This design comes from an exercise in tuning for small area on the open sky130 flow, not from production work. Where RTL was checked, it was by simulation tests only, not by an equivalence proof against the original. No functional check of the RTL was part of runs 1 and 2. In every run shown here, the design's own scripts or RTL, not TritonCTS, make the clock network. No driver is modelled on the clock port, so clock power and skew are understated where the tree is cut down; a real chip needs a root buffer or a tree. No activity file was given, so power comes from the tool's default toggle rates.

==> flow/design.v <==
module final_eight_adc(
	input clk,
	input rst,
	output TxD,
	output TxD_busy,
	output SCK,
	output SS1,
	output MOSI,
	input MISO,
	output SCK1,
	output SS2,
	output MOSI1,
	input MISO1,
	output SCK2,
	output SS3,
	output MOSI2,
	input MISO2,
	output SCK3,
	output SS4,
	output MOSI3,
	input MISO3,
	output SCK4,
	output SS5,
	output MOSI4,
	input MISO4,
	output SCK5,
	output SS6,
	output MOSI5,
	input MISO5,
	output SCK6,
	output SS7,
	output MOSI6,
	input MISO6,
	output SCK7,
	output SS8,
	output MOSI7,
	input MISO7
);
reg [2:0] m;
reg [4:0] tl;
reg [10:0] th;
wire [8:0] lo_inc = {1'b0, tl, m} + 9'd1;
wire th_zero = (th == 11'd0);
wire tf_end = (th == 11'b11101110111) & (tl == 5'd22);  
wire fall = (m == 3'd7);
wire rise = (m == 3'd3);
always @(posedge clk) begin
	if (rst) begin
		m <= 3'd0;
		tl <= 5'd0;
		th <= 11'd0;
	end else begin
		m <= lo_inc[2:0];
		if (fall & tf_end) begin
			tl <= 5'd0;
			th <= 11'd0;
		end else begin
			tl <= lo_inc[7:3];
			if (lo_inc[8])
				th <= {th[9:0], ~(th[10] ^ th[8])};
		end
	end
end
assign SCK = m[2];
assign SCK1 = m[2];
assign SCK2 = m[2];
assign SCK3 = m[2];
assign SCK4 = m[2];
assign SCK5 = m[2];
assign SCK6 = m[2];
assign SCK7 = m[2];
wire tl_ge26 = tl[4] & tl[3] & (tl[2] | tl[1]);
wire ss = (~th_zero | tl_ge26) & ~(m[2] & tf_end)
	| (th_zero & (tl == 5'd25) & m[2]);
assign SS1 = ss;
assign SS2 = ss;
assign SS3 = ss;
assign SS4 = ss;
assign SS5 = ss;
assign SS6 = ss;
assign SS7 = ss;
assign SS8 = ss;
wire mosi = th_zero & ((tl == 5'd8) | (tl == 5'd9) | (tl == 5'd12));
assign MOSI = mosi;
assign MOSI1 = mosi;
assign MOSI2 = mosi;
assign MOSI3 = mosi;
assign MOSI4 = mosi;
assign MOSI5 = mosi;
assign MOSI6 = mosi;
assign MOSI7 = mosi;
wire samp = rise & th_zero & (tl >= 5'd15) & (tl <= 5'd24);
wire we_even = samp & tl[0];
wire we_odd = samp & ~tl[0];
reg [9:0] rg0, rg1, rg2, rg3, rg4, rg5, rg6, rg7;
always @(posedge clk) begin
	rg0 <= {rg0[8:5], ~(we_odd ? MISO : rg0[4]), rg0[3:0], ~(we_even ? MISO : rg0[9])};
	rg1 <= {rg1[8:5], ~(we_odd ? MISO1 : rg1[4]), rg1[3:0], ~(we_even ? MISO1 : rg1[9])};
	rg2 <= {rg2[8:5], ~(we_odd ? MISO2 : rg2[4]), rg2[3:0], ~(we_even ? MISO2 : rg2[9])};
	rg3 <= {rg3[8:5], ~(we_odd ? MISO3 : rg3[4]), rg3[3:0], ~(we_even ? MISO3 : rg3[9])};
	rg4 <= {rg4[8:5], ~(we_odd ? MISO4 : rg4[4]), rg4[3:0], ~(we_even ? MISO4 : rg4[9])};
	rg5 <= {rg5[8:5], ~(we_odd ? MISO5 : rg5[4]), rg5[3:0], ~(we_even ? MISO5 : rg5[9])};
	rg6 <= {rg6[8:5], ~(we_odd ? MISO6 : rg6[4]), rg6[3:0], ~(we_even ? MISO6 : rg6[9])};
	rg7 <= {rg7[8:5], ~(we_odd ? MISO7 : rg7[4]), rg7[3:0], ~(we_even ? MISO7 : rg7[9])};
end
reg [2:0] q5;
always @(posedge clk) begin
	if (samp & (tl == 5'd15))
		q5 <= 3'b000;
	else
		q5 <= {q5[1:0], ~(q5[2] | q5[1])};
end
wire [4:0] q5k = {q5[2] & ~q5[1], q5[2] & q5[1], q5[1] & q5[0], ~q5[1] & q5[0], ~q5[2] & ~q5[0]};
wire [9:0] qk;
genvar gk;
generate for (gk = 0; gk < 10; gk = gk + 1) begin : g_qk
	assign qk[gk] = q5k[gk % 5] & (m[0] == gk[0]);
end endgenerate
localparam [18:0] P_INV = 19'b0101010101010101010;
reg [18:0] ps;
wire [18:0] p = ps ^ P_INV;
wire p_end = (p == 19'b1100010011100100100);
always @(posedge clk) begin
	if (rst | p_end)
		ps <= P_INV;
	else
		ps <= {p[17:0], ~(p[18] ^ p[5])} ^ P_INV;
end
localparam [7:0] BD_INV = 8'b10101010;
reg [7:0] bds;
wire [7:0] bd = bds ^ BD_INV;
wire tick = (bd == 8'b00100010);
reg [3:0] st;
wire ready = (st == 4'd10);
assign TxD_busy = ~ready;
always @(posedge clk) begin
	if (ready)
		bds <= BD_INV;
	else if (tick)
		bds <= 8'd1 ^ BD_INV;
	else
		bds <= {bd[6:0], ~(bd[7] ^ bd[1] ^ bd[0])} ^ BD_INV;
end
reg [4:0] c;
wire start = ~c[4] | p_end;
wire byte_end = ss & tick & (st == 4'd9);
always @(posedge clk) begin
	if (rst | p_end)
		c <= 5'd0;
	else if (byte_end)
		c <= c + 5'd1;
end
always @(posedge clk) begin
	if (rst)
		st <= 4'd10;
	else if (ss) begin
		if (ready) begin
			if (start) st <= 4'd15;
		end else if (tick)
			st <= st + 4'd1;
	end
end
reg cap;
always @(posedge clk)
	cap <= ready | (cap & ~samp);
wire tap = c[3:1] == 3'd0 ? rg0[9] :
	c[3:1] == 3'd1 ? rg1[9] :
	c[3:1] == 3'd2 ? rg2[9] :
	c[3:1] == 3'd3 ? rg3[9] :
	c[3:1] == 3'd4 ? rg4[9] :
	c[3:1] == 3'd5 ? rg5[9] :
	c[3:1] == 3'd6 ? rg6[9] : rg7[9];
reg [7:0] sh;
always @(posedge clk) begin
	if (cap) begin
		if (c[0] ? qk[2] : qk[6]) sh[0] <= ~tap;
		if (c[0] ? qk[9] : qk[3]) sh[1] <= tap;
		if (qk[0]) sh[2] <= ~tap;
		if (qk[7]) sh[3] <= tap;
		if (qk[4]) sh[4] <= ~tap;
		if (qk[1]) sh[5] <= tap;
		if (qk[8]) sh[6] <= ~tap;
		if (qk[5]) sh[7] <= tap;
	end
end
assign TxD = st[3] ? ~st[2] : sh[st[2:0]] & ~(c[0] & (st[2] | st[1]));
endmodule
==> flow/flow/run.sh <==
#!/bin/bash
# The standard layout (standard.sh) with these changes:
# - synthesis maps the logic with an area-oriented ABC script
#   (flow/abc_map.script, in place of ORFS's abc_speed.script) in a copy
#   of ORFS's scripts folder; everything else in synthesis is unchanged;
# - ports are buffered with buf_1 cells;
# - the clock tree is built by flow/cts.tcl (clusters of flip-flops, one
#   clock buffer each, and a root buffer) in place of ORFS's CTS step; it
#   is tried with several cluster sizes and the tree with the least buffer
#   area whose clock pin slew is under the target is kept.
# Each ORFS step's full output is in orfs/logs/; the output of each part
# of this script is in its own log file here.
set -euo pipefail
here=$(pwd)
rm -rf "$here/scripts"
cp -r "$FLOW_HOME/scripts" "$here/scripts"
cp "$here/flow/abc_map.script" "$here/scripts/abc_speed.script"
export SCRIPTS_DIR="$here/scripts"
export BUFFER_PORTS_ARGS="-buffer_cell sky130_fd_sc_hd__buf_1"
bash standard.sh synth floorplan place > standard_place.log 2>&1
res="$here/orfs/results/$FLOW_PLATFORM/final_eight_adc/base"
target=0.115
best=""
best_area=""
for s in 10 12 13 16 19 25; do
  CTS_RESULTS="$res" CTS_PLATFORM_DIR="$FLOW_HOME/platforms/$FLOW_PLATFORM" \
    CTS_MAXS=$s CTS_TARGET_SLEW=$target CTS_OUT="$here/cts_try_$s" \
    openroad -no_init -exit "$here/flow/cts.tcl" > "cts_$s.log" 2>&1 || continue
  read -r area slew < "$here/cts_try_$s.txt"
  echo "cluster size $s: buffer area $area, worst slew $slew" >> cts_choice.log
  if awk -v s="$slew" -v t="$target" 'BEGIN { exit !(s <= t) }'; then
    if [[ -z "$best" ]] || awk -v a="$area" -v b="$best_area" 'BEGIN { exit !(a < b) }'; then
      best=$s
      best_area=$area
    fi
  fi
done
if [[ -z "$best" ]]; then
  echo "no clock tree met the target; using ORFS's CTS" >> cts_choice.log
  export CTS_ARGS="-sink_clustering_enable -repair_clock_nets -dont_use_dummy_load -buf_list sky130_fd_sc_hd__clkbuf_8"
else
  echo "chosen cluster size: $best" >> cts_choice.log
  cp "$here/cts_try_$best.odb" "$res/4_1_cts.odb"
  cp "$here/cts_try_$best.sdc" "$res/4_cts.sdc"
fi
rm -f "$here"/cts_try_*.odb
bash standard.sh > standard_finish.log 2>&1
==> flow/flow/abc_map.script <==
strash
dch
amap
topo
==> flow/flow/cts.tcl <==
set res $::env(CTS_RESULTS)
set plat $::env(CTS_PLATFORM_DIR)
set maxs $::env(CTS_MAXS)
set target $::env(CTS_TARGET_SLEW)
read_liberty $plat/lib/sky130_fd_sc_hd__tt_025C_1v80.lib
read_db $res/3_place.odb
read_sdc $res/3_place.sdc
source $plat/setRC.tcl
set db [ord::get_db]
set block [ord::get_db_block]
set clknet [$block findNet clk]
set sizes {sky130_fd_sc_hd__clkbuf_2 sky130_fd_sc_hd__clkbuf_4 sky130_fd_sc_hd__clkbuf_8 sky130_fd_sc_hd__clkbuf_16}

set sinks {}
foreach it [$clknet getITerms] {
  set box [[$it getInst] getBBox]
  lappend sinks [list $it [expr {([$box xMin] + [$box xMax]) / 2}] [expr {([$box yMin] + [$box yMax]) / 2}]]
}
puts "clock sinks: [llength $sinks]"

# recursive bisection into k clusters of nearly equal size, each cut
# across the longer side of the points' bounding box
proc bisect {pts k} {
  if {$k <= 1} { return [list $pts] }
  set xs {}; set ys {}
  foreach p $pts { lappend xs [lindex $p 1]; lappend ys [lindex $p 2] }
  set dx [expr {[tcl::mathfunc::max {*}$xs] - [tcl::mathfunc::min {*}$xs]}]
  set dy [expr {[tcl::mathfunc::max {*}$ys] - [tcl::mathfunc::min {*}$ys]}]
  set idx [expr {$dx >= $dy ? 1 : 2}]
  set s [lsort -integer -index $idx $pts]
  set k1 [expr {$k / 2}]
  set h [expr {[llength $s] * $k1 / $k}]
  return [concat [bisect [lrange $s 0 [expr {$h - 1}]] $k1] [bisect [lrange $s $h end] [expr {$k - $k1}]]]
}
set nclusters [expr {([llength $sinks] + $maxs - 1) / $maxs}]
set groups [bisect $sinks $nclusters]
puts "clusters: [llength $groups]"

set leaves {}
set k 0
foreach g $groups {
  set inst [odb::dbInst_create $block [$db findMaster [lindex $sizes 1]] "clkbuf_leaf_$k"]
  set net [odb::dbNet_create $block "clknet_leaf_$k"]
  $net setSigType CLOCK
  [$inst findITerm X] connect $net
  set sx 0; set sy 0
  foreach s $g {
    set it [lindex $s 0]
    $it disconnect
    $it connect $net
    incr sx [lindex $s 1]; incr sy [lindex $s 2]
  }
  $inst setLocation [expr {$sx / [llength $g]}] [expr {$sy / [llength $g]}]
  $inst setPlacementStatus PLACED
  lappend leaves $inst
  incr k
}
if {[llength $leaves] > 4} {
  set root [odb::dbInst_create $block [$db findMaster sky130_fd_sc_hd__clkbuf_16] "clkbuf_root"]
  set rnet [odb::dbNet_create $block "clknet_root"]
  $rnet setSigType CLOCK
  [$root findITerm A] connect $clknet
  [$root findITerm X] connect $rnet
  set sx 0; set sy 0
  foreach l $leaves {
    [$l findITerm A] connect $rnet
    set loc [$l getLocation]
    incr sx [lindex $loc 0]; incr sy [lindex $loc 1]
  }
  $root setLocation [expr {$sx / [llength $leaves]}] [expr {$sy / [llength $leaves]}]
  $root setPlacementStatus PLACED
} else {
  foreach l $leaves { [$l findITerm A] connect $clknet }
}
global_connect
detailed_placement
set_propagated_clock [all_clocks]

proc worst_slew {net} {
  set w 0
  foreach p [get_pins -of_objects [get_nets $net] -filter "direction == input"] {
    foreach prop {slew_max_rise slew_max_fall} {
      set v [get_property $p $prop]
      if {$v > $w} { set w $v }
    }
  }
  return $w
}
# size each leaf up until its sinks' slew is under the target
for {set pass 0} {$pass < 4} {incr pass} {
  estimate_parasitics -placement
  set changed 0
  foreach l $leaves {
    set name [$l getName]
    set net [[$l findITerm X] getNet]
    set w [worst_slew [$net getName]]
    set m [[$l getMaster] getName]
    set i [lsearch $sizes $m]
    if {$w > $target && $i < [llength $sizes] - 1} {
      replace_cell $name [lindex $sizes [expr {$i + 1}]]
      incr changed
    } elseif {$pass == 0 && $i > 0} {
      # try one size down
      replace_cell $name [lindex $sizes [expr {$i - 1}]]
      estimate_parasitics -placement
      if {[worst_slew [$net getName]] > $target} { replace_cell $name $m }
    }
  }
  detailed_placement
  if {!$changed && $pass > 0} break
}
proc worst_clk_slew {} {
  set w 0
  foreach p [get_pins -hier */CLK] {
    foreach prop {slew_max_rise slew_max_fall} {
      set v [get_property $p $prop]
      if {$v > $w} { set w $v }
    }
  }
  return $w
}
# a smaller root buffer, if the sinks' slew stays under the target
if {[llength $leaves] > 4} {
  foreach m {sky130_fd_sc_hd__clkbuf_8 sky130_fd_sc_hd__clkbuf_4} {
    set old [[$root getMaster] getName]
    replace_cell clkbuf_root $m
    estimate_parasitics -placement
    if {[worst_clk_slew] > $target} { replace_cell clkbuf_root $old; break }
  }
  detailed_placement
}
estimate_parasitics -placement
set w 0
foreach p [get_pins -hier */CLK] {
  foreach prop {slew_max_rise slew_max_fall} {
    set v [get_property $p $prop]
    if {$v > $w} { set w $v }
  }
}
puts "worst clock pin slew: $w"
set ca 0
foreach c [get_cells clkbuf_*] { set ca [expr {$ca + [get_property [get_lib_cells -of_objects $c] area]}] }
puts "clock buffer area: $ca"
report_clock_skew
report_checks -path_delay min -digits 3
check_placement -verbose
set out $::env(CTS_OUT)
write_db $out.odb
write_sdc -no_timestamp $out.sdc
set f [open $out.txt w]
puts $f "$ca $w"
close $f
==> flow/standard.sh <==
#!/bin/bash
# synth_recipe.tcl (not shown) runs the flow's synth.tcl, then flattens the netlist and writes it again
# the make line also repeats each setting of config.mk as NAME=value (left out here)
make -C /OpenROAD-flow-scripts/flow DESIGN_CONFIG=/design/flow/config.mk WORK_HOME=/design/flow/orfs CLKGATE_MAP_FILE= SYNTH_SCRIPT=/design/flow/synth_recipe.tcl "${@:-finish}"
==> flow/config.mk <==
export PLATFORM = sky130hd
export DESIGN_NAME = final_eight_adc
export DESIGN_NICKNAME = final_eight_adc
export VERILOG_FILES = /design/flow/design.v
export SDC_FILE = /design/flow/constraint.sdc
export NUM_CORES = 4
export LEC_CHECK = 0
export CAP_MARGIN = 20
export CORE_MARGIN = 2
export CORE_UTILIZATION = 70
export PLACE_DENSITY = 0.8
export SLEW_MARGIN = 20
==> flow/constraint.sdc <==
create_clock -name core_clock -period 10.0 [get_ports {clk}]
set_input_delay 2.0000 -clock core_clock [delete_from_list [all_inputs] [get_ports {clk}]]
set_output_delay 2.0000 -clock core_clock [all_outputs]
set_load 0.01 [all_outputs]
==> impl_metrics.csv, run 1 <==
group,metric,value,unit
setup_path,r2r-start,"c[3]",
detailed_routing,drtIter0Drc,87,
sta,setup_tns,0,ns
final_layout,nNetsFinal,450,
synth,async_flop_share,0,%
placed_design,placed_cells,494,
run,drv_cap,0,
floorplan,core,6280,sq um
worst_hold_path,hold_class,"flip-flop to flip-flop",
sta,rsz0062_at_grt,"false",
sta,worst_pin_slew,1.01,ns
sta,hold_viol,0,
global_routing,grt_max_degree,14,
detailed_routing,finalWirelength,6920,um
clock_network,clk_pin_slew_worst_paths,0.11,ns
sta,drv_slew,0,
synth,yosysUniqueCellTypes,36,
synth,synth_ff_type,"dfxtp_1",
placed_design,place.gp.congestion,0.830,
power,power_leakage,1.69,nW
synth,synth-edff-count,8,
synth,ys_ff_latch,147,
setup_path,path_class,"flip-flop to output port",
detailed_routing,firstDrtPassIters,4,
synth,syn_nets,419,
synth,ys_seq_area_share,67.5,%
synth,synth_area,4480,sq um
detailed_routing,ant_nets,0,
setup_path,crit_required,8.00,ns
synth,postSynthCellCount,402,
sta,slew_headroom,32.0,%
outcome,status,"complete, no violations",
sta,finalSetupViolations,0,
floorplan,die_y,84.0,um
global_routing,grt-ovfl-total,0,
synth,yosysWarningCount,1,
floorplan,start_util,71.4,%
setup_path,crit_fanout,11,
final_layout,stdcell_count,508,
detailed_routing,drc,0,
floorplan,die_w,84.0,um
global_routing,grt_pass1_wl,11800,um
floorplan,ios,36,
final_layout,drive_above_1_share,3.48,%
setup_path,start_kind,"flip-flop",
synth,syn_avg_cell_area,11.1,sq um
sta,timing.fmax,228,MHz
sta,min_period_over_period,43.8,%
global_routing,antenna_found_initial,0,
setup_path,crit_arrival,2.38,ns
power,peakVddDrop,0.000171,V
floorplan,rows,29,
sta,finClkSkew,0.0358,ns
detailed_routing,vias,2859,
setup_path,worstSetupStartpoint,"th[6]",
detailed_routing,vias_per_cell,5.63,
clock_network,clock_latency,0.49,ns
placed_design,hpwl,4820,um
detailed_routing,wl_per_cell,13.6,um
power,powerDensity,179,nW/um^2
global_routing,grt_pass1_vias,2711,
floorplan,dieArea,7060,sq um
setup_path,end_kind,"output port",
worst_hold_path,min_from,"rg4[3]",
placed_design,place.port_buffers,35,
global_routing,grtUsageTotal,19.6,%
final_layout,area_growth,4.36,%
sta,post-route-min-period,4.38,ns
final_layout,antenna_cells,0,
-- placed cells by master (no fill, tap or decap), types with 2 or more instances in the layout --
cell type and count:
nand2_1 32, nand4b_1 3, o221ai_1 4, o21ai_0 14, o31ai_1 6, nor3_1 10
a21oi_1 11, ha_1 7, or4_1 3, o221a_1 11, buf_1 35, nor2_1 45
o22ai_1 16, clkbuf_4 12, clkbuf_8 2, nand3_1 8, nor2b_1 2, a211oi_1 7
dfxtp_1 139, nor4_1 4, clkinv_1 33, nand4_1 3, edfxtp_1 8
-- synth_stat cells, drive strengths merged, types with 3 or more instances --
cell | instances | area, sq um
a211oi | 7 | 52.6
o21ai | 14 | 70.1
nand3 | 8 | 40.0
o31ai | 6 | 45.0
nor2 | 45 | 169
ha | 7 | 87.6
nor3 | 10 | 50.1
a21oi | 11 | 55.1
nand2 | 32 | 120
nand4 | 3 | 18.8
o22ai | 16 | 100
or4 | 3 | 22.5
o221ai | 4 | 35.0
dfxtp | 139 | 2780
buf | 21 | 158
edfxtp | 8 | 240
o221a | 11 | 124
clkinv | 33 | 124
nor4 | 4 | 25.0
nand4b | 3 | 26.3
-- worst max-delay path, cell delays in order (launching register included) --
cell and delay (ns):
dfxtp_1 0.34, nor4_1 0.35, nand3_1 0.18, o21ai_0 0.84, buf_1 0.22
-- metal layers --
| metal | global-route usage, % | routed length (um) | up-vias |
|---|---|---|---|
| met5 | 0 | 0 | - |
| met1 | 26.7 | 3290 | 1331 |
| met4 | 3.23 | 97 | 0 |
| li1 | - | - | 1446 |
| met3 | 2.47 | 306 | 12 |
| met2 | 34.3 | 3230 | 70 |
-- final cells by class --
type,instances,area [sq um]
buffer,14,118
fill,449,1600
timing repair buffer,36,139
sequential,147,3020
inverter,33,124
tap,77,96.3
multi-input combinational,201,1170
-- cell families after synthesis --
logic type	synth area share, %
simple gates	11.8
fa+ha+maj	1.96
flops	67.5
buf+inv	6.28
compound gates	12.5
-- metrics by stage --
step | utilization, % | total power, mW | hold WS (ns) | cell area (sq um) | worst slack, ns
floorplan | - | 0.617 | 0.310 | 4480 | 5.61
global placement | 72.6 | 0.620 | 0.311 | 4560 | 6.23
detailed placement | 72.6 | 0.620 | 0.312 | 4560 | 6.17
global route | 74.5 | 0.865 | 0.332 | 4670 | 5.42
finish | 74.5 | 0.837 | 0.328 | 4670 | 5.62
-- registers in the layout (all words and copies together), names as in the netlist, 4 cells and up --
name and count:
rg0 10, st 4, tl 5, rg7 10
th 11, rg2 10, rg3 10, rg4 10
sh 8, ps 19, c 5, rg5 10
bds 8, rg6 10, rg1 10
-- power breakdown --
group / internal, mW / switching, mW
clock network: 0.0729 / 0.157
logic: 0.00399 / 0.00785
registers: 0.592 / 0.00215
-- path summary, 6_finish.rpt --
| path | to | slack [ns] | depth (start not counted) |
|---|---|---|---|
| hold reg to reg | rg4[4] | 0.33 | 0 |
| setup reg to reg | sh[1] | 6.99 | 15 |
| hold / removal | rg4[4] | 0.33 | 0 |
| setup / recovery | SS3 | 5.62 | 4 |
==> run 2, diff against run 1 <==
==> flow/flow/abc_map.script (replaced) <==
strash
dch -f
amap
strash
dch
amap
topo
==> impl_metrics.csv, run 2 <==
group,metric,value,unit
placed_design,place.gp.congestion,0.867,
global_routing,grt-ovfl-total,0,
floorplan,ios,36,
floorplan,core,6030,sq um
detailed_routing,vias,2842,
synth,synth_top_family_by_area,"simple AND/OR/NAND/NOR gates",
setup_path,end_kind,"output port",
final_layout,antenna_cells,0,
final_layout,final_common_cell,"dfxtp_1",
setup_path,crit_fanout,11,
sta,hold_viol,0,
synth,synth_area,4420,sq um
synth,yosysWarningCount,1,
sta,worst_pin_slew,0.774,ns
final_layout,largest_reg_flops,19,
floorplan,die_y,83.4,um
synth,yosys.area.top_type,"dfxtp_1",
synth,synth-simple-area-share,11.7,%
final_layout,reg_top3,"ps x19, th x11",
final_layout,drive_above_1_share,3.32,%
power,peakVddDrop,0.000161,V
detailed_routing,firstDrtPassIters,4,
synth,synth-xor-area-share,0,%
global_routing,grt_pass1_vias,2654,
sta,timing.fmax,232,MHz
synth,async_flop_share,0,%
synth,synth-edff-count,8,
clock_network,clock_latency,0.40,ns
sta,slew_headroom,48.2,%
power,power_leakage,1.66,nW
final_layout,top_register,"ps",
sta,drv_slew,0,
sta,finalSetupViolations,0,
final_layout,area_growth,4.19,%
sta,finClkSkew,0.0368,ns
placed_design,hpwl,4920,um
setup_path,crit_arrival,2.31,ns
synth,synthMuxAreaShare,0,%
setup_path,path_class,"flip-flop to output port",
run,drv_cap,0,
outcome,status,"complete, no violations",
synth,synth_ff_type,"dfxtp_1",
clock_network,clk_pin_slew_worst_paths,0.11,ns
sta,post-route-min-period,4.31,ns
setup_path,start_kind,"flip-flop",
final_layout,stdcell_count,497,
sta,rsz0062_at_grt,"false",
detailed_routing,drc,0,
synth,yosysUniqueCellTypes,31,
global_routing,grtUsageTotal,20.0,%
detailed_routing,drtIter0Drc,126,
power,power.total,835,uW
placed_design,place.port_buffers,35,
synth,postSynthCellCount,394,
placed_design,placed_cells,483,
synth,syn_avg_cell_area,11.2,sq um
worst_hold_path,hold_class,"flip-flop to flip-flop",
floorplan,die_w,83.4,um
setup_path,crit_required,8.00,ns
synth,synth_compound_area_share,11.6,%
sta,min_period_over_period,43.1,%
floorplan,dieArea,6960,sq um
power,powerDensity,181,nW/um^2
synth,synth_common_cells,"139 x dfxtp_1, 44 x nor2_1, 32 x clkinv_1",
detailed_routing,wl_per_cell,13.9,um
synth,ys_seq_area_share,68.4,%
detailed_routing,ant_nets,0,
final_layout,fin_area,4600,sq um
global_routing,grt_pass1_wl,11800,um
sta,setup_tns,0,ns
detailed_routing,vias_per_cell,5.72,
final_layout,nNetsFinal,441,
synth,syn_nets,411,
global_routing,grt_max_degree,14,
detailed_routing,finalWirelength,6910,um
synth,ys_ff_latch,147,
synth,synthAdderAreaFrac,1.98,%
placed_design,postPlaceCellArea,4480,sq um
synth,synth_area_leaders,"dfxtp_1 63%, edfxtp_1 5.4%, nor2_1 3.7%",
synth,synth.most_common_cell,"dfxtp_1",
global_routing,antenna_found_initial,0,
final_layout,mostFrequentLayoutCells,"139 x dfxtp_1, 44 x nor2_1, 35 x buf_1",
floorplan,rows,28,
floorplan,start_util,73.3,%
synth,synth_top_area_share,63.0,%
run 2: per-layer routing:
metal | vias up | track usage [%] | wire [um]
met1 | 1327 | 28.5 | 3220
met5 | - | 0 | 0
met4 | 0 | 4.40 | 119
met2 | 74 | 33.5 | 3230
li1 | 1429 | - | -
met3 | 12 | 2.19 | 337
run 2: logic make-up after synthesis:
kind of cell	count (synthesis)
AOI/OAI and AO/OA	75
DFF	147
adders and majority gates	7
buffers and inverters	53
and+or+nand+nor	112
run 2: worst paths after layout:
path / start / end / slack (ns) / cells after the start
max: th[2] / SS2 / 5.69 / 7
min: rg7[1] / rg7[2] / 0.33 / 0
max reg2reg: th[2] / rg7[0] / 6.87 / 8
min reg2reg: rg7[1] / rg7[2] / 0.33 / 0
run 2: power by group:
group | switching (mW) | internal, mW
clock network | 0.154 | 0.0742
registers | 0.00203 | 0.592
logic | 0.00780 | 0.00401
run 2: area by class of cell:
| type | instances | area, sq um |
|---|---|---|
| buffer | 14 | 118 |
| multi-input combinational | 194 | 1120 |
| sequential | 147 | 3020 |
| tap | 75 | 93.8 |
| timing repair buffer | 35 | 131 |
| fill | 390 | 1420 |
| inverter | 32 | 120 |
run 2: through the flow:
stage	util (%)	setup WS, ns	hold WS (ns)
2_1_floorplan	-	6.41	0.310
5_1_grt	76.4	5.47	0.341
6_report	76.4	5.69	0.330
3_3_place_gp	74.4	6.27	0.310
3_5_place_dp	74.4	6.20	0.312
run 2: critical path: stages, from the launching register on:
cell     delay (ns)
dfxtp_1        0.35
nor4_1         0.28
nand4_1        0.14
nor4_1         0.41
o21ai_0        0.22
o21ai_0        0.12
nand2_1        0.21
buf_1          0.19
==> run 3, diff against run 2 <==
--- a/flow/design.v
+++ b/flow/design.v
@@ -36,22 +36,21 @@
 	output MOSI7,
 	input MISO7
 );
-reg [2:0] m;
+reg [2:0] mr;
 reg [4:0] tl;
 reg [10:0] th;
-wire [8:0] lo_inc = {1'b0, tl, m} + 9'd1;
+wire [8:0] lo_inc = {1'b0, tl, mr} + 9'd1;
 wire th_zero = (th == 11'd0);
-wire tf_end = (th == 11'b11101110111) & (tl == 5'd22);  
-wire fall = (m == 3'd7);
-wire rise = (m == 3'd3);
+wire tr_end = (th == 11'b11101110111) & (tl == 5'd22);  
+wire rise = (mr == 3'd7);
 always @(posedge clk) begin
 	if (rst) begin
-		m <= 3'd0;
+		mr <= 3'd4;
 		tl <= 5'd0;
 		th <= 11'd0;
 	end else begin
-		m <= lo_inc[2:0];
-		if (fall & tf_end) begin
+		mr <= lo_inc[2:0];
+		if (rise & tr_end) begin
 			tl <= 5'd0;
 			th <= 11'd0;
 		end else begin
@@ -61,17 +60,16 @@
 		end
 	end
 end
-assign SCK = m[2];
-assign SCK1 = m[2];
-assign SCK2 = m[2];
-assign SCK3 = m[2];
-assign SCK4 = m[2];
-assign SCK5 = m[2];
-assign SCK6 = m[2];
-assign SCK7 = m[2];
-wire tl_ge26 = tl[4] & tl[3] & (tl[2] | tl[1]);
-wire ss = (~th_zero | tl_ge26) & ~(m[2] & tf_end)
-	| (th_zero & (tl == 5'd25) & m[2]);
+wire sck = ~mr[2];
+assign SCK = sck;
+assign SCK1 = sck;
+assign SCK2 = sck;
+assign SCK3 = sck;
+assign SCK4 = sck;
+assign SCK5 = sck;
+assign SCK6 = sck;
+assign SCK7 = sck;
+wire ss = ~th_zero | (tl[4] & tl[3] & (tl[2] | tl[1]));
 assign SS1 = ss;
 assign SS2 = ss;
 assign SS3 = ss;
@@ -80,7 +78,8 @@
 assign SS6 = ss;
 assign SS7 = ss;
 assign SS8 = ss;
-wire mosi = th_zero & ((tl == 5'd8) | (tl == 5'd9) | (tl == 5'd12));
+wire mosi = th_zero & (sck ? ((tl == 5'd9) | (tl == 5'd10) | (tl == 5'd13))
+	: ((tl == 5'd8) | (tl == 5'd9) | (tl == 5'd12)));
 assign MOSI = mosi;
 assign MOSI1 = mosi;
 assign MOSI2 = mosi;
@@ -114,7 +113,7 @@
 wire [9:0] qk;
 genvar gk;
 generate for (gk = 0; gk < 10; gk = gk + 1) begin : g_qk
-	assign qk[gk] = q5k[gk % 5] & (m[0] == gk[0]);
+	assign qk[gk] = q5k[gk % 5] & (mr[0] == gk[0]);
 end endgenerate
 localparam [18:0] P_INV = 19'b0101010101010101010;
 reg [18:0] ps;
--- a/flow/flow/run.sh
+++ b/flow/flow/run.sh
@@ -19,7 +19,7 @@
 export BUFFER_PORTS_ARGS="-buffer_cell sky130_fd_sc_hd__buf_1"
 bash standard.sh synth floorplan place > standard_place.log 2>&1
 res="$here/orfs/results/$FLOW_PLATFORM/final_eight_adc/base"
-target=0.115
+target=0.105
 best=""
 best_area=""
 for s in 10 12 13 16 19 25; do
--- a/flow/config.mk
+++ b/flow/config.mk
@@ -7,6 +7,6 @@
 export LEC_CHECK = 0
 export CAP_MARGIN = 20
 export CORE_MARGIN = 2
-export CORE_UTILIZATION = 70
-export PLACE_DENSITY = 0.8
+export CORE_UTILIZATION = 85
+export PLACE_DENSITY = 0.92
 export SLEW_MARGIN = 20
==> impl_metrics.csv, run 3 <==
group,metric,value,unit
setup_path,worst-r2r-setup-slack,6.51,ns
setup_path,critical_path.cell_chain,"nor4_1, nand3_1, nor4_1, nor3b_1, buf_1",
final_layout,mostFrequentLayoutCells,"139 x dfxtp_1, 57 x nor2_1, 35 x buf_1",
sta,setup_tns,0,ns
sta,worst_slack,5.60,ns
synth,synth-edff-count,8,
setup_path,path_class,"flip-flop to output port",
synth,postSynthCellCount,399,
final_layout,utilization,90.6,%
final_layout,stdcell_count,499,
final_layout,final_common_cell,"dfxtp_1",
final_layout,nNetsFinal,447,
synth,synth_area_leaders,"dfxtp_1 63%, edfxtp_1 5.5%, nor2_1 4.9%",
detailed_routing,vias_per_cell,6.54,
sta,slew_headroom,42.9,%
setup_path,crit_required,8.00,ns
sta,finalSetupViolations,0,
setup_path,critical_path.most_common_cell,"nor4_1",
synth,synth_area,4390,sq um
sta,drv_slew,0,
final_layout,fillers,165,
floorplan,rows,26,
floorplan,start_util,87.0,%
detailed_routing,wl_per_cell,21.1,um
synth,synth_top_area_share,63.4,%
detailed_routing,vias,3265,
global_routing,antenna_found_initial,0,
detailed_routing,firstDrtPassIters,5,
final_layout,reg_top3,"ps x19, th x11",
power,peakVddDrop,0.000160,V
synth,yosysWarningCount,1,
setup_path,crit_fanout,8,
final_layout,area_growth,4.14,%
final_layout,seq_area,3020,sq um
setup_path,r2r_cells,8,
final_layout,antenna_cells,0,
sta,min_period_over_period,44.0,%
synth,synth.most_common_cell,"dfxtp_1",
global_routing,grtUsageTotal,37.4,%
final_layout,top_register,"ps",
synth,yosysUniqueCellTypes,32,
sta,whs,0.319,ns
final_layout,multi_input_area,1090,sq um
final_layout,largest_reg_flops,19,
outcome,status,"complete, no violations",
sta,timing.fmax,227,MHz
setup_path,crit_arrival,2.40,ns
worst_hold_path,holdPathStages,0,
setup_path,crit_slowest_cell,"nor3b_1",
power,power_leakage,1.65,nW
final_layout,drive_above_1_share,3.73,%
power,power.total,851,uW
synth,synth_common_cells,"139 x dfxtp_1, 57 x nor2_1, 31 x clkinv_1",
placed_design,place.gp.congestion,0.914,
final_layout,fin_area,4570,sq um
global_routing,grt-ovfl-total,0,
floorplan,die_w,75.8,um
synth,ys_seq_area_share,68.9,%
sta,rsz0062_at_grt,"false",
power,powerDensity,186,nW/um^2
synth,syn_nets,415,
run,drv_cap,0,
worst_hold_path,min_to,"rg1[9]",
worst_hold_path,min_from,"rg1[8]",
setup_path,r2r-start,"th[6]",
global_routing,grt_pass1_vias,3039,
detailed_routing,drtIter0Drc,306,
detailed_routing,drc,0,
floorplan,die_y,75.8,um
setup_path,worstReg2RegEnd,"rg0[5]",
placed_design,placed_cells,483,
sta,hold_viol,0,
floorplan,core,5040,sq um
sta,finClkSkew,0.0166,ns
sta,worst_pin_slew,0.843,ns
setup_path,start_kind,"flip-flop",
sta,post-route-min-period,4.40,ns
placed_design,place_ws,6.02,ns
placed_design,postPlaceCellArea,4450,sq um
setup_path,slowest_delay,0.61,ns
detailed_routing,finalWirelength,10500,um
synth,yosys.area.top_type,"dfxtp_1",
worst_hold_path,hold_class,"flip-flop to flip-flop",
placed_design,hpwl,6240,um
setup_path,end_kind,"output port",
synth,async_flop_share,0,%
global_routing,grt_pass1_wl,15800,um
global_routing,grt_max_degree,17,
detailed_routing,ant_nets,0,
placed_design,place.port_buffers,35,
clock_network,clk_pin_slew_worst_paths,0.11,ns
floorplan,ios,36,
floorplan,dieArea,5750,sq um
synth,syn_avg_cell_area,11.0,sq um
synth,synth_ff_type,"dfxtp_1",
synth,ys_ff_latch,147,
clock_network,clock_latency,0.53,ns
-- run 3: cell types whose count changed in the layout (fill, tap and decap cells not counted), moves of 3 or more --
| cell | previous run | this run |
|---|---|---|
| a21oi_1 | 17 | 13 |
| nand4_1 | 8 | 3 |
| o22ai_1 | 18 | 30 |
| clkbuf_4 | 12 | 16 |
| o221a_1 | 7 | 0 |
| nor2_1 | 44 | 57 |
| o221ai_1 | 5 | 2 |
| o21ai_0 | 9 | 6 |
-- run 3: layout make-up --
cell class,instances,area share [%]
Sequential cell,147,66.2
Buffer,16,2.63
Tap cell,70,1.92
Inverter,31,2.55
Timing Repair Buffer,35,2.88
Multi-Input combinational cell,200,23.9
-- run 3: worst max path at each step --
stage               start  endpoint  slack (ns)  depth (start not counted)
global route        th[6]     MOSI7        5.29                          5
global placement      rst      c[4]        6.27                          4
detailed placement    rst      c[0]        6.02                          4
floorplan           th[6]     MOSI1        6.19                          5
finish              th[6]     MOSI5        5.60                          5
-- run 3: worst max-delay path: cells and delay by family (launching register included) --
kind                   cells  cell delay [ns]
flip-flops                 1             0.36
buffers and inverters      1             0.21
AND/OR/NAND/NOR            4             1.30
-- run 3: layer usage --
layer / vias up / routed length [um] / global-route usage (%)
met1: 1529 / 3730 / 45.1
met5: - / 0 / 0
met2: 256 / 5310 / 65.6
li1: 1429 / - / -
met3: 51 / 916 / 6.08
met4: 0 / 563 / 17.3
-- run 3: power breakdown --
part	switching [mW]	internal (mW)	total, mW
logic	0.0109	0.00437	0.0152
registers	0.00247	0.592	0.595
clock network	0.168	0.0732	0.241
total	0.181	0.670	0.851
-- run 3: cells by family (layout without fill, tap and decap cells) --
kind of cell,Yosys count,count (layout),synth area share [%]
flops,147,147,68.9
simple gates,120,120,12.0
compound gates,74,74,11.1
buf+inv,52,82,6.25
fa+ha+maj,6,6,1.71
==> run 4, diff against run 3 <==
--- a/flow/config.mk
+++ b/flow/config.mk
@@ -7,6 +7,6 @@
 export LEC_CHECK = 0
 export CAP_MARGIN = 20
 export CORE_MARGIN = 2
-export CORE_UTILIZATION = 85
-export PLACE_DENSITY = 0.92
+export CORE_UTILIZATION = 70
+export PLACE_DENSITY = 0.8
 export SLEW_MARGIN = 20
==> impl_metrics.csv, run 4 <==
group,metric,value,unit
outcome,status,"complete, no violations",
setup_path,critical_path.cell_chain,"nor4_1, nand3_1, nor4_1, nor3b_1, buf_1",
final_layout,largest_reg_flops,19,
synth,syn_avg_cell_area,11.0,sq um
synth,ys_seq_area_share,68.9,%
power,comb_power_share,1.6,%
synth,synth.most_common_cell,"dfxtp_1",
sta,min_period_over_period,42.9,%
sta,post-route-min-period,4.29,ns
global_routing,grt_pass1_wl,11500,um
sta,finClkSkew,0.0340,ns
clock_network,clk_pin_slew_worst_paths,0.10,ns
power,powerDensity,184,nW/um^2
sta,whs,0.324,ns
floorplan,core,5990,sq um
placed_design,place.port_buffers,35,
final_layout,top_register,"ps",
synth,synth_ff_type,"dfxtp_1",
worst_hold_path,min_to,"rg0[8]",
setup_path,crit_slowest_cell,"nor3b_1",
global_routing,antenna_found_initial,0,
run,drv_cap,0,
final_layout,fillers,402,
setup_path,r2r-start,"th[6]",
global_routing,grt-ovfl-total,0,
sta,hold_viol,0,
sta,setup_tns,0,ns
synth,yosysUniqueCellTypes,32,
power,swShare,19.9,%
final_layout,mostFrequentLayoutCells,"139 x dfxtp_1, 57 x nor2_1, 35 x buf_1",
final_layout,seq_area,3020,sq um
floorplan,die_y,83.2,um
sta,finalSetupViolations,0,
synth,synth_common_cells,"139 x dfxtp_1, 57 x nor2_1, 31 x clkinv_1",
synth,synth-edff-count,8,
floorplan,die_w,83.2,um
synth,yosysWarningCount,1,
synth,postSynthCellCount,399,
detailed_routing,drc,0,
power,peakVddDrop,0.000140,V
detailed_routing,vias,2779,
worst_hold_path,hold_class,"flip-flop to flip-flop",
placed_design,hpwl,4840,um
final_layout,final_common_cell,"dfxtp_1",
clock_network,clock_latency,0.50,ns
setup_path,crit_required,8.00,ns
placed_design,place.gp.congestion,0.917,
sta,worst_pin_slew,1.04,ns
floorplan,ios,36,
setup_path,crit_arrival,2.29,ns
synth,synth_top_area_share,63.4,%
global_routing,grtUsageTotal,19.7,%
power,p_clk_share,28.2,%
synth,yosys.area.top_type,"dfxtp_1",
synth,async_flop_share,0,%
setup_path,end_kind,"output port",
floorplan,dieArea,6920,sq um
sta,drv_slew,0,
floorplan,start_util,73.2,%
final_layout,nNetsFinal,447,
setup_path,worstReg2RegEnd,"rg0[0]",
detailed_routing,wl_per_cell,13.8,um
setup_path,r2r_cells,8,
power,internal-power,678,uW
synth,syn_nets,415,
setup_path,path_class,"flip-flop to output port",
final_layout,area_growth,4.56,%
detailed_routing,vias_per_cell,5.51,
synth,ys_ff_latch,147,
sta,slew_headroom,29.9,%
detailed_routing,ant_nets,0,
detailed_routing,finalWirelength,6950,um
power,p_switching,168,uW
worst_hold_path,min_from,"rg0[7]",
worst_hold_path,holdPathStages,0,
global_routing,grt_max_degree,17,
floorplan,rows,28,
sta,worst_slack,5.71,ns
setup_path,slowest_delay,0.60,ns
final_layout,multi_input_area,1090,sq um
setup_path,worst-r2r-setup-slack,6.68,ns
final_layout,reg_top3,"ps x19, th x11",
placed_design,place_ws,6.20,ns
final_layout,antenna_cells,0,
final_layout,utilization,76.6,%
detailed_routing,drtIter0Drc,128,
power,seqPwrFrac,70.2,%
synth,synth_area_leaders,"dfxtp_1 63%, edfxtp_1 5.5%, nor2_1 4.9%",
sta,timing.fmax,233,MHz
setup_path,start_kind,"flip-flop",
synth,synth_area,4390,sq um
sta,rsz0062_at_grt,"false",
global_routing,grt_pass1_vias,2570,
power,power_leakage,1.66,nW
final_layout,drive_above_1_share,3.73,%
setup_path,crit_fanout,8,
detailed_routing,firstDrtPassIters,4,
setup_path,critical_path.most_common_cell,"nor4_1",
-- run 4: power by group through the flow --
stage          Sequential, mW  Combinational (mW)  Clock, mW
6_report                0.594              0.0135      0.239
5_1_grt                 0.594              0.0153      0.267
3_5_place_dp            0.607              0.0134          0
3_3_place_gp            0.607              0.0130          0
2_1_floorplan           0.607              0.0104          0
-- run 4: worst max-delay path by stage --
stage | start | endpoint | slack (ns) | cells past startpoint
global placement | th[6] | MOSI1 | 6.32 | 5
global route | th[6] | MOSI6 | 5.37 | 5
floorplan | th[6] | MOSI1 | 6.19 | 5
finish | th[6] | MOSI6 | 5.71 | 5
detailed placement | rst | c[4] | 6.20 | 4
-- run 4: cell families (layout without fill, tap and decap cells) --
family                   Yosys count  count (layout)  synth area share (%)
flip-flops                       147             147                  68.9
AND/OR/NAND/NOR                  120             120                  12.0
AO/OA/AOI/OAI                     74              74                  11.1
buffers and inverters             52              82                  6.25
adder cells (fa/ha/maj)            6               6                  1.71
-- run 4: cell type report --
type                       count  share of cell area [%]
sequential                   147                    65.9
multi-input combinational    200                    23.8
buffer                        16                    2.89
timing repair buffer          35                    2.86
inverter                      31                    2.54
tap                           75                    2.05
-- run 4: through the flow --
step | area, sq um | instances | power [mW]
final | 4590 | 504 | 0.846
after global routing | 4590 | 504 | 0.877
after detailed placement | 4450 | 488 | 0.621
after global placement | 4450 | 488 | 0.620
after floorplan | 4390 | 399 | 0.617
-- run 4: worst max-delay path, delay by kind of cell, from the launching register on --
kind                   cells  cell delay [ns]
AND/OR/NAND/NOR            4             1.23
buffers and inverters      1             0.21
flip-flops                 1             0.35
-- run 4: per-layer routing --
metal / global-route usage [%] / vias to the layer above / part of all wire, % / routed length [um]
met5: 0 / - / 0 / 0
met4: 6.56 / 0 / 2.2 / 153
met3: 2.19 / 16 / 4.6 / 318
met2: 32.3 / 82 / 46 / 3220
met1: 27.8 / 1258 / 47 / 3250
li1: - / 1423 / - / -
==> run 5, diff against run 4 <==
==> flow/flow/abc_map.script (replaced) <==
strash
dch -f
amap
strash
dch
amap
strash
dch
amap
topo
--- a/flow/flow/cts.tcl
+++ b/flow/flow/cts.tcl
@@ -9,7 +9,7 @@
 set db [ord::get_db]
 set block [ord::get_db_block]
 set clknet [$block findNet clk]
-set sizes {sky130_fd_sc_hd__clkbuf_2 sky130_fd_sc_hd__clkbuf_4 sky130_fd_sc_hd__clkbuf_8 sky130_fd_sc_hd__clkbuf_16}
+set sizes {sky130_fd_sc_hd__clkbuf_2 sky130_fd_sc_hd__clkbuf_4 sky130_fd_sc_hd__buf_6 sky130_fd_sc_hd__clkbuf_8 sky130_fd_sc_hd__clkbuf_16}
 
 set sinks {}
 foreach it [$clknet getITerms] {
@@ -86,29 +86,6 @@
   }
   return $w
 }
-# size each leaf up until its sinks' slew is under the target
-for {set pass 0} {$pass < 4} {incr pass} {
-  estimate_parasitics -placement
-  set changed 0
-  foreach l $leaves {
-    set name [$l getName]
-    set net [[$l findITerm X] getNet]
-    set w [worst_slew [$net getName]]
-    set m [[$l getMaster] getName]
-    set i [lsearch $sizes $m]
-    if {$w > $target && $i < [llength $sizes] - 1} {
-      replace_cell $name [lindex $sizes [expr {$i + 1}]]
-      incr changed
-    } elseif {$pass == 0 && $i > 0} {
-      # try one size down
-      replace_cell $name [lindex $sizes [expr {$i - 1}]]
-      estimate_parasitics -placement
-      if {[worst_slew [$net getName]] > $target} { replace_cell $name $m }
-    }
-  }
-  detailed_placement
-  if {!$changed && $pass > 0} break
-}
 proc worst_clk_slew {} {
   set w 0
   foreach p [get_pins -hier */CLK] {
@@ -118,6 +95,33 @@
     }
   }
   return $w
+}
+# each leaf gets the smallest size whose sinks' slew is under the target
+estimate_parasitics -placement
+foreach l $leaves {
+  set name [$l getName]
+  set net [[[$l findITerm X] getNet] getName]
+  foreach m $sizes {
+    replace_cell $name $m
+    estimate_parasitics -placement
+    if {[worst_slew $net] <= $target} break
+  }
+}
+detailed_placement
+# legalizing may have moved cells: size up any leaf now over the target
+for {set pass 0} {$pass < 3} {incr pass} {
+  estimate_parasitics -placement
+  set changed 0
+  foreach l $leaves {
+    set net [[[$l findITerm X] getNet] getName]
+    set i [lsearch $sizes [[$l getMaster] getName]]
+    if {[worst_slew $net] > $target && $i < [llength $sizes] - 1} {
+      replace_cell [$l getName] [lindex $sizes [expr {$i + 1}]]
+      incr changed
+    }
+  }
+  if {!$changed} break
+  detailed_placement
 }
 # a smaller root buffer, if the sinks' slew stays under the target
 if {[llength $leaves] > 4} {
--- a/flow/config.mk
+++ b/flow/config.mk
@@ -7,6 +7,6 @@
 export LEC_CHECK = 0
 export CAP_MARGIN = 20
 export CORE_MARGIN = 2
-export CORE_UTILIZATION = 70
-export PLACE_DENSITY = 0.8
+export CORE_UTILIZATION = 85
+export PLACE_DENSITY = 0.92
 export SLEW_MARGIN = 20
==> impl_metrics.csv, run 5 <==
group,metric,value,unit
final_layout,area_growth,4.15,%
power,power.total,849,uW
final_layout,nNetsFinal,443,
floorplan,core,5040,sq um
detailed_routing,vias,3231,
sta,min_period_over_period,42.5,%
global_routing,grt_pass1_vias,3083,
synth,postSynthCellCount,395,
setup_path,end_kind,"output port",
clock_network,clock_latency,0.50,ns
detailed_routing,drc,0,
synth,yosysUniqueCellTypes,32,
synth,synth_area,4370,sq um
sta,worst_slack,5.75,ns
synth,synth_top_area_share,63.6,%
detailed_routing,drtIter0Drc,416,
sta,hold_viol,0,
sta,timing.fmax,235,MHz
outcome,status,"complete, no violations",
final_layout,top_register,"ps",
placed_design,place.port_buffers,35,
global_routing,grtUsageTotal,36.6,%
detailed_routing,vias_per_cell,6.53,
sta,post-route-min-period,4.25,ns
final_layout,reg_top3,"ps x19, th x11",
run,drv_cap,0,
synth,ys_seq_area_share,69.1,%
floorplan,ios,36,
synth,synth_ff_type,"dfxtp_1",
synth,synth.most_common_cell,"dfxtp_1",
sta,drv_slew,0,
floorplan,start_util,86.7,%
synth,synth_area_leaders,"dfxtp_1 64%, edfxtp_1 5.5%, nor2_1 5.0%",
floorplan,dieArea,5740,sq um
final_layout,mostFrequentLayoutCells,"139 x dfxtp_1, 58 x nor2_1, 35 x buf_1",
sta,finClkSkew,0.0121,ns
setup_path,crit_arrival,2.25,ns
floorplan,die_w,75.7,um
power,powerDensity,186,nW/um^2
global_routing,grt-ovfl-total,0,
final_layout,utilization,90.3,%
detailed_routing,finalWirelength,10100,um
synth,ys_ff_latch,147,
detailed_routing,ant_nets,0,
placed_design,placed_cells,479,
setup_path,start_kind,"flip-flop",
detailed_routing,wl_per_cell,20.4,um
sta,worst_pin_slew,1.11,ns
sta,slew_headroom,25.4,%
synth,yosysWarningCount,1,
sta,rsz0062_at_grt,"false",
floorplan,rows,26,
setup_path,path_class,"flip-flop to output port",
final_layout,stdcell_count,495,
final_layout,fillers,180,
detailed_routing,firstDrtPassIters,5,
setup_path,crit_required,8.00,ns
sta,setup_tns,0,ns
power,peakVddDrop,0.000183,V
final_layout,largest_reg_flops,19,
power,power_leakage,1.66,nW
synth,synth_common_cells,"139 x dfxtp_1, 58 x nor2_1, 31 x o22ai_1",
floorplan,die_y,75.7,um
global_routing,antenna_found_initial,0,
final_layout,drive_above_1_share,3.76,%
setup_path,crit_fanout,8,
synth,syn_nets,411,
synth,async_flop_share,0,%
final_layout,final_common_cell,"dfxtp_1",
placed_design,hpwl,5630,um
worst_hold_path,hold_class,"flip-flop to flip-flop",
final_layout,antenna_cells,0,
placed_design,place.gp.congestion,0.905,
sta,finalSetupViolations,0,
synth,syn_avg_cell_area,11.1,sq um
synth,synth-edff-count,8,
placed_design,place_ws,6.13,ns
global_routing,grt_pass1_wl,15600,um
global_routing,grt_max_degree,17,
synth,yosys.area.top_type,"dfxtp_1",
clock_network,clk_pin_slew_worst_paths,0.10,ns
[run 5: cell count changes in the layout (fill, tap and decap cells not counted), moves of 3 or more]
| cell | delta |
|---|---|
| clkinv_1 | -4 |
| nand4_1 | +4 |
| a211oi_1 | +3 |
| nand2_1 | -3 |
[run 5: per-layer routing]
layer / share of wire, % / vias up / global-route usage [%]
met3: 8.5 / 63 / 5.42
met4: 4.1 / 0 / 12.5
met1: 38 / 1517 / 47.5
li1: - / 1415 / -
met5: 0 / - / 0
met2: 49 / 236 / 63.3
[run 5: worst max-delay path, stage by stage, from the launching register on]
cell	delay [ns]
dfxtp_1	0.49
clkinv_1	0.27
a221oi_1	0.40
o2111a_1	0.38
buf_1	0.20
[run 5: cell families after synthesis]
| kind of cell | after synthesis | synth area share (%) |
|---|---|---|
| compound gates | 73 | 11.0 |
| buf+inv | 48 | 5.92 |
| simple gates | 121 | 12.3 |
| fa+ha+maj | 6 | 1.72 |
| flops | 147 | 69.1 |
[run 5: final timing paths]
check	from	end	slack, ns	cells after the start
worst max-delay path	tl[0]	MOSI4	5.75	4
worst min-delay path	rg6[5]	rg6[6]	0.33	0
worst max register to register	th[2]	rg0[5]	6.75	8
worst min register to register	rg6[5]	rg6[6]	0.33	0
[run 5: report_power, final]
group	leakage (nW)	switching, mW	internal (mW)
logic	0.371	0.0107	0.00453
registers	1.21	0.00286	0.592
clock network	0.0736	0.165	0.0734
[run 5: cell type report]
cell class | instances | area (sq um) | share of cell area (%)
plain buffers | 16 | 120 | 2.64
inverters | 27 | 101 | 2.22
multi-input cells | 200 | 1090 | 24.0
flip-flops and latches | 147 | 3020 | 66.4
well taps | 70 | 87.6 | 1.92
repair buffers | 35 | 131 | 2.88
[run 5: stage by stage]
stage | cell area (sq um) | hold slack, ns
after floorplan | 4370 | 0.310
after global placement | 4440 | 0.310
after detailed placement | 4440 | 0.312
after global routing | 4560 | 0.334
final | 4560 | 0.326
==> run 6, diff against run 5 <==
--- a/flow/flow/run.sh
+++ b/flow/flow/run.sh
@@ -19,7 +19,7 @@
 export BUFFER_PORTS_ARGS="-buffer_cell sky130_fd_sc_hd__buf_1"
 bash standard.sh synth floorplan place > standard_place.log 2>&1
 res="$here/orfs/results/$FLOW_PLATFORM/final_eight_adc/base"
-target=0.105
+target=0.11
 best=""
 best_area=""
 for s in 10 12 13 16 19 25; do
==> impl_metrics.csv, run 6 <==
group,metric,value,unit
outcome,status,"complete, no violations",
floorplan,start_util,86.7,%
global_routing,grt_pass1_vias,3043,
final_layout,fillers,186,
setup_path,cp.depth,5,
floorplan,ios,36,
detailed_routing,firstDrtPassIters,7,
run,drv_cap,0,
sta,min_period_over_period,40.8,%
setup_path,critical_path.most_common_cell,"nor4_1",
final_layout,reg_top3,"ps x19, th x11",
synth,yosysWarningCount,1,
synth,synth-edff-count,8,
sta,setup_tns,0,ns
detailed_routing,finalWirelength,10600,um
synth,synth_common_cells,"139 x dfxtp_1, 58 x nor2_1, 31 x o22ai_1",
sta,post-route-min-period,4.08,ns
worst_hold_path,min_to,"rg2[2]",
global_routing,grtUsageMet3,4.37,%
synth,synth_area_leaders,"dfxtp_1 64%, edfxtp_1 5.5%, nor2_1 5.0%",
synth,postSynthCellCount,395,
synth,yosysUniqueCellTypes,32,
setup_path,worstReg2RegEnd,"rg6[5]",
final_layout,final_common_cell,"dfxtp_1",
setup_path,crit_required,8.00,ns
synth,yosys.area.top_type,"dfxtp_1",
power,powerDensity,187,nW/um^2
global_routing,use_met1,47.0,%
floorplan,die_w,75.7,um
sta,rsz0062_at_grt,"false",
sta,drv_slew,0,
setup_path,crit_family,"simple AND/OR/NAND/NOR gates",
detailed_routing,drc,0,
detailed_routing,ant_nets,0,
final_layout,drive_above_1_share,2.15,%
synth,ys_seq_area_share,69.1,%
setup_path,crit_buf_inv,1,
sta,timing.fmax,245,MHz
detailed_routing,vias_per_cell,6.67,
clock_network,clock_latency,0.39,ns
final_layout,largest_reg_flops,19,
sta,worst_slack,5.92,ns
floorplan,rows,26,
placed_design,place.gp.congestion,0.905,
global_routing,grt_pass1_wl,16000,um
synth,synth_ff_type,"dfxtp_1",
floorplan,dieArea,5740,sq um
sta,worst_pin_slew,0.805,ns
setup_path,crit_fanout,8,
synth,syn_avg_cell_area,11.1,sq um
global_routing,grt_most_used_layer,"met2",
synth,synth_top_area_share,63.6,%
final_layout,top_register,"ps",
placed_design,place_ws,6.13,ns
setup_path,slowest_delay,0.40,ns
sta,finalSetupViolations,0,
detailed_routing,wl_per_cell,21.7,um
worst_hold_path,holdPathStages,0,
clock_network,clk_pin_slew_worst_paths,0.11,ns
synth,synth.most_common_cell,"dfxtp_1",
global_routing,grt-ovfl-total,0,
synth,async_flop_share,0,%
setup_path,crit_arrival,2.08,ns
power,peakVddDrop,0.000200,V
sta,slew_headroom,46.1,%
sta,hold_viol,0,
placed_design,hpwl,5630,um
setup_path,crit_slowest_cell,"o2111a_1",
synth,ys_ff_latch,147,
final_layout,antenna_cells,0,
setup_path,critical_path.cell_chain,"nor4_1, nand4_1, nor4_1, o2111a_1, buf_1",
synth,synth_area,4370,sq um
floorplan,core,5040,sq um
setup_path,worst-r2r-setup-slack,6.62,ns
placed_design,place.port_buffers,35,
setup_path,path_class,"flip-flop to output port",
worst_hold_path,min_from,"rg2[1]",
setup_path,end_kind,"output port",
floorplan,die_y,75.7,um
global_routing,grt.met2_usage,66.9,%
detailed_routing,drtIter0Drc,335,
power,power_leakage,1.65,nW
final_layout,nNetsFinal,437,
final_layout,area_growth,4.41,%
worst_hold_path,hold_class,"flip-flop to flip-flop",
sta,finClkSkew,0.0333,ns
setup_path,r2r-start,"th[2]",
global_routing,grt_max_degree,20,
global_routing,antenna_found_initial,0,
final_layout,mostFrequentLayoutCells,"139 x dfxtp_1, 58 x nor2_1, 35 x buf_1",
setup_path,start_kind,"flip-flop",
detailed_routing,vias,3260,
setup_path,r2r_cells,8,
synth,syn_nets,411,
global_routing,grtUsageTotal,37.8,%
run 6: per-layer routing:
metal | share of wire, % | wire length [um]
met5 | 0 | 0
met4 | 5.9 | 625
met2 | 49 | 5180
met1 | 36 | 3820
met3 | 9.3 | 993
run 6: layout make-up:
cell class                 count  area, sq um  area share, %
buffer                         9          119           2.60
inverter                      27          101           2.22
multi-input combinational    200         1090           23.9
sequential                   147         3020           66.2
tap                           70         87.6           1.92
timing repair buffer          36          144           3.15
run 6: worst max path at each step:
| stage | startpoint | to |
|---|---|---|
| 5_1_grt | th[2] | MOSI5 |
| 2_1_floorplan | th[2] | SS2 |
| 3_5_place_dp | rst | c[3] |
| 3_3_place_gp | th[2] | SS1 |
| 6_report | th[2] | MOSI6 |
run 6: power breakdown:
part | total (mW) | internal, mW | switching [mW]
Clock | 0.244 | 0.0795 | 0.164
Combinational | 0.0151 | 0.00457 | 0.0105
Sequential | 0.595 | 0.592 | 0.00281
run 6: per-stage QoR:
| step | total power, mW | instances | hold WS, ns | cell area, sq um | util [%] |
|---|---|---|---|---|---|
| final | 0.854 | 489 | 0.313 | 4570 | 90.6 |
| after global routing | 0.871 | 489 | 0.307 | 4570 | 90.6 |
| after global placement | 0.620 | 479 | 0.310 | 4440 | 88.0 |
| after detailed placement | 0.621 | 479 | 0.312 | 4440 | 88.0 |
| after floorplan | 0.617 | 395 | 0.310 | 4370 | - |
run 6: cell families after synthesis:
group / synth area share [%]
adder cells (fa/ha/maj): 1.72
AND/OR/NAND/NOR: 12.3
flip-flops: 69.1
buffers and inverters: 5.92
AO/OA/AOI/OAI: 11.0
==> run 7, diff against run 6 <==
--- a/flow/flow/run.sh
+++ b/flow/flow/run.sh
@@ -19,7 +19,7 @@
 export BUFFER_PORTS_ARGS="-buffer_cell sky130_fd_sc_hd__buf_1"
 bash standard.sh synth floorplan place > standard_place.log 2>&1
 res="$here/orfs/results/$FLOW_PLATFORM/final_eight_adc/base"
-target=0.11
+target=0.105
 best=""
 best_area=""
 for s in 10 12 13 16 19 25; do
==> impl_metrics.csv, run 7 <==
group,metric,value,unit
synth,ys_seq_area_share,69.1,%
synth,async_flop_share,0,%
clock_network,clock_latency,0.50,ns
floorplan,die_y,75.7,um
power,p_switching,179,uW
synth,syn_nets,411,
sta,timing.fmax,235,MHz
synth,synth_top_area_share,63.6,%
synth,synth_common_cells,"139 x dfxtp_1, 58 x nor2_1, 31 x o22ai_1",
setup_path,r2r_cells,8,
sta,worst_pin_slew,1.11,ns
power,internal-power,670,uW
run,drv_cap,0,
setup_path,path_class,"flip-flop to output port",
setup_path,start_kind,"flip-flop",
synth,synth_top_family_by_area,"simple AND/OR/NAND/NOR gates",
floorplan,dieArea,5740,sq um
global_routing,grt-ovfl-total,0,
synth,synth_area_leaders,"dfxtp_1 64%, edfxtp_1 5.5%, nor2_1 5.0%",
synth,synthMuxAreaShare,0,%
sta,rsz0062_at_grt,"false",
power,powerDensity,186,nW/um^2
floorplan,rows,26,
final_layout,nNetsFinal,443,
power,peakVddDrop,0.000183,V
clock_network,clk_pin_slew_worst_paths,0.10,ns
synth,yosysUniqueCellTypes,32,
final_layout,final_common_cell,"dfxtp_1",
detailed_routing,wl_per_cell,20.4,um
detailed_routing,drtIter0Drc,416,
placed_design,place.port_buffers,35,
setup_path,crit_required,8.00,ns
power,power_leakage,1.66,nW
setup_path,crit_arrival,2.25,ns
global_routing,grt_pass1_vias,3083,
setup_path,crit_buf_inv,2,
setup_path,end_kind,"output port",
global_routing,grt_pass1_wl,15600,um
detailed_routing,vias_per_cell,6.53,
final_layout,top_register,"ps",
synth,synth-edff-count,8,
power,p_clk_share,28.1,%
global_routing,grtUsageTotal,36.6,%
outcome,status,"complete, no violations",
global_routing,grt_max_degree,17,
placed_design,place.gp.congestion,0.905,
synth,synth_area,4370,sq um
power,seqPwrFrac,70.1,%
synth,syn_avg_cell_area,11.1,sq um
floorplan,core,5040,sq um
synth,postSynthCellCount,395,
synth,synth.most_common_cell,"dfxtp_1",
synth,synth_ff_type,"dfxtp_1",
final_layout,reg_top3,"ps x19, th x11",
synth,synth-xor-area-share,0,%
sta,setup_tns,0,ns
detailed_routing,ant_nets,0,
setup_path,crit_fanout,8,
sta,finalSetupViolations,0,
worst_hold_path,hold_class,"flip-flop to flip-flop",
detailed_routing,finalWirelength,10100,um
synth,synth-simple-area-share,12.3,%
sta,finClkSkew,0.0121,ns
power,comb_power_share,1.8,%
synth,synth_compound_area_share,11.0,%
detailed_routing,vias,3231,
synth,synthAdderAreaFrac,1.72,%
sta,drv_slew,0,
placed_design,hpwl,5630,um
final_layout,area_growth,4.15,%
synth,yosys.area.top_type,"dfxtp_1",
final_layout,antenna_cells,0,
global_routing,antenna_found_initial,0,
floorplan,ios,36,
floorplan,start_util,86.7,%
final_layout,mostFrequentLayoutCells,"139 x dfxtp_1, 58 x nor2_1, 35 x buf_1",
sta,min_period_over_period,42.5,%
setup_path,slowest_delay,0.49,ns
power,power.total,849,uW
setup_path,cp.depth,4,
setup_path,crit_family,"compound AO/OA/AOI/OAI gates",
detailed_routing,drc,0,
sta,post-route-min-period,4.25,ns
setup_path,crit_slowest_cell,"dfxtp_1",
sta,slew_headroom,25.4,%
final_layout,drive_above_1_share,3.76,%
sta,hold_viol,0,
power,swShare,21.0,%
synth,yosysWarningCount,1,
setup_path,critical_path.cell_chain,"clkinv_1, a221oi_1, o2111a_1, buf_1",
floorplan,die_w,75.7,um
detailed_routing,firstDrtPassIters,5,
worst_hold_path,holdPathStages,0,
final_layout,largest_reg_flops,19,
synth,ys_ff_latch,147,
## run 7: cell counts after synthesis
No cell type changed its count.
## run 7: worst register-to-register path: stages, from the launching register on
cell and delay, ns:
dfxtp_1 0.35, nor4_1 0.29, nand4_1 0.14, nor4_1 0.25, o21ai_1 0.32, a211o_1 0.40
nor2_1 0.60, clkinv_1 0.48, o22ai_1 0.31
## run 7: power by group through the flow
| stage | logic [mW] | clock network (mW) | registers [mW] |
|---|---|---|---|
| floorplan | 0.0104 | 0 | 0.607 |
| global placement | 0.0127 | 0 | 0.608 |
| detailed placement | 0.0137 | 0 | 0.608 |
| global route | 0.0164 | 0.260 | 0.595 |
| finish | 0.0152 | 0.238 | 0.595 |
## run 7: stage by stage
step                      setup WS [ns]  util, %  cells  cell area (sq um)  hold WS, ns
final                              5.75     90.3    495               4560        0.326
after detailed placement           6.13     88.0    479               4440        0.312
after floorplan                    6.41        -    395               4370        0.310
after global routing               5.63     90.3    495               4560        0.334
after global placement             6.36     88.0    479               4440        0.310
## run 7: area by class of cell
type,count,area [sq um]
plain buffers,16,120
repair buffers,35,131
multi-input cells,200,1090
well taps,70,87.6
inverters,27,101
flip-flops and latches,147,3020
fillers,180,487
## run 7: final timing paths
kind              slack [ns]      to   start
hold reg to reg         0.33  rg6[6]  rg6[5]
setup reg to reg        6.75  rg0[5]   th[2]
hold / removal          0.33  rg6[6]  rg6[5]
setup / recovery        5.75   MOSI4   tl[0]
## run 7: cell families after synthesis
group           Yosys count
flops                   147
simple gates            121
compound gates           73
buf+inv                  48
fa+ha+maj                 6
## run 7: metal layers
| metal | vias to the layer above | share of wire, % | track usage (%) |
|---|---|---|---|
| met5 | - | 0 | 0 |
| met4 | 0 | 4.1 | 12.5 |
| met3 | 63 | 8.5 | 5.42 |
| met2 | 236 | 49 | 63.3 |
| met1 | 1517 | 38 | 47.5 |
| li1 | 1415 | - | - |

port drivers added, routing unchanged:
No port has a modelled driver above. Below, the same layouts with a new extraction and two added sets of constraints. Step 1 (the two cells are an assumption about what drives the block):
set clk [get_ports {clk}]
set_driving_cell -lib_cell sky130_fd_sc_hd__clkbuf_16 $clk
set_driving_cell -lib_cell sky130_fd_sc_hd__buf_2 [delete_from_list [all_inputs] $clk]
Step 2 moves the port delays by t, midway between the first and last clock arrival at a register: inputs arrive t later, outputs are due t later. That takes back most of the time a late clock gives input paths. Three values: ideal, step 1, step 2; two values: the first two.
run	t, ns	slack for setup (ns)	clock arrival spread, ns	cell pins on the clock port's net
run 1	0.494	5.616 / 5.591 / 6.086	0.038 / 0.037	1
run 2	0.412	5.687 / 5.658 / 6.070	0.037 / 0.037	1
run 3	0.546	5.602 / 5.574 / 5.843	0.017 / 0.017	1
run 4	0.513	5.709 / 5.682 / 6.191	0.034 / 0.034	1
run 5	0.524	5.751 / 5.723 / 5.914	0.012 / 0.013	1
run 6	0.402	5.916 / 5.884 / 5.962	0.034 / 0.033	1
run 7	0.524	5.751 / 5.723 / 5.914	0.012 / 0.013	1
After both steps every run listed still meets setup and hold.
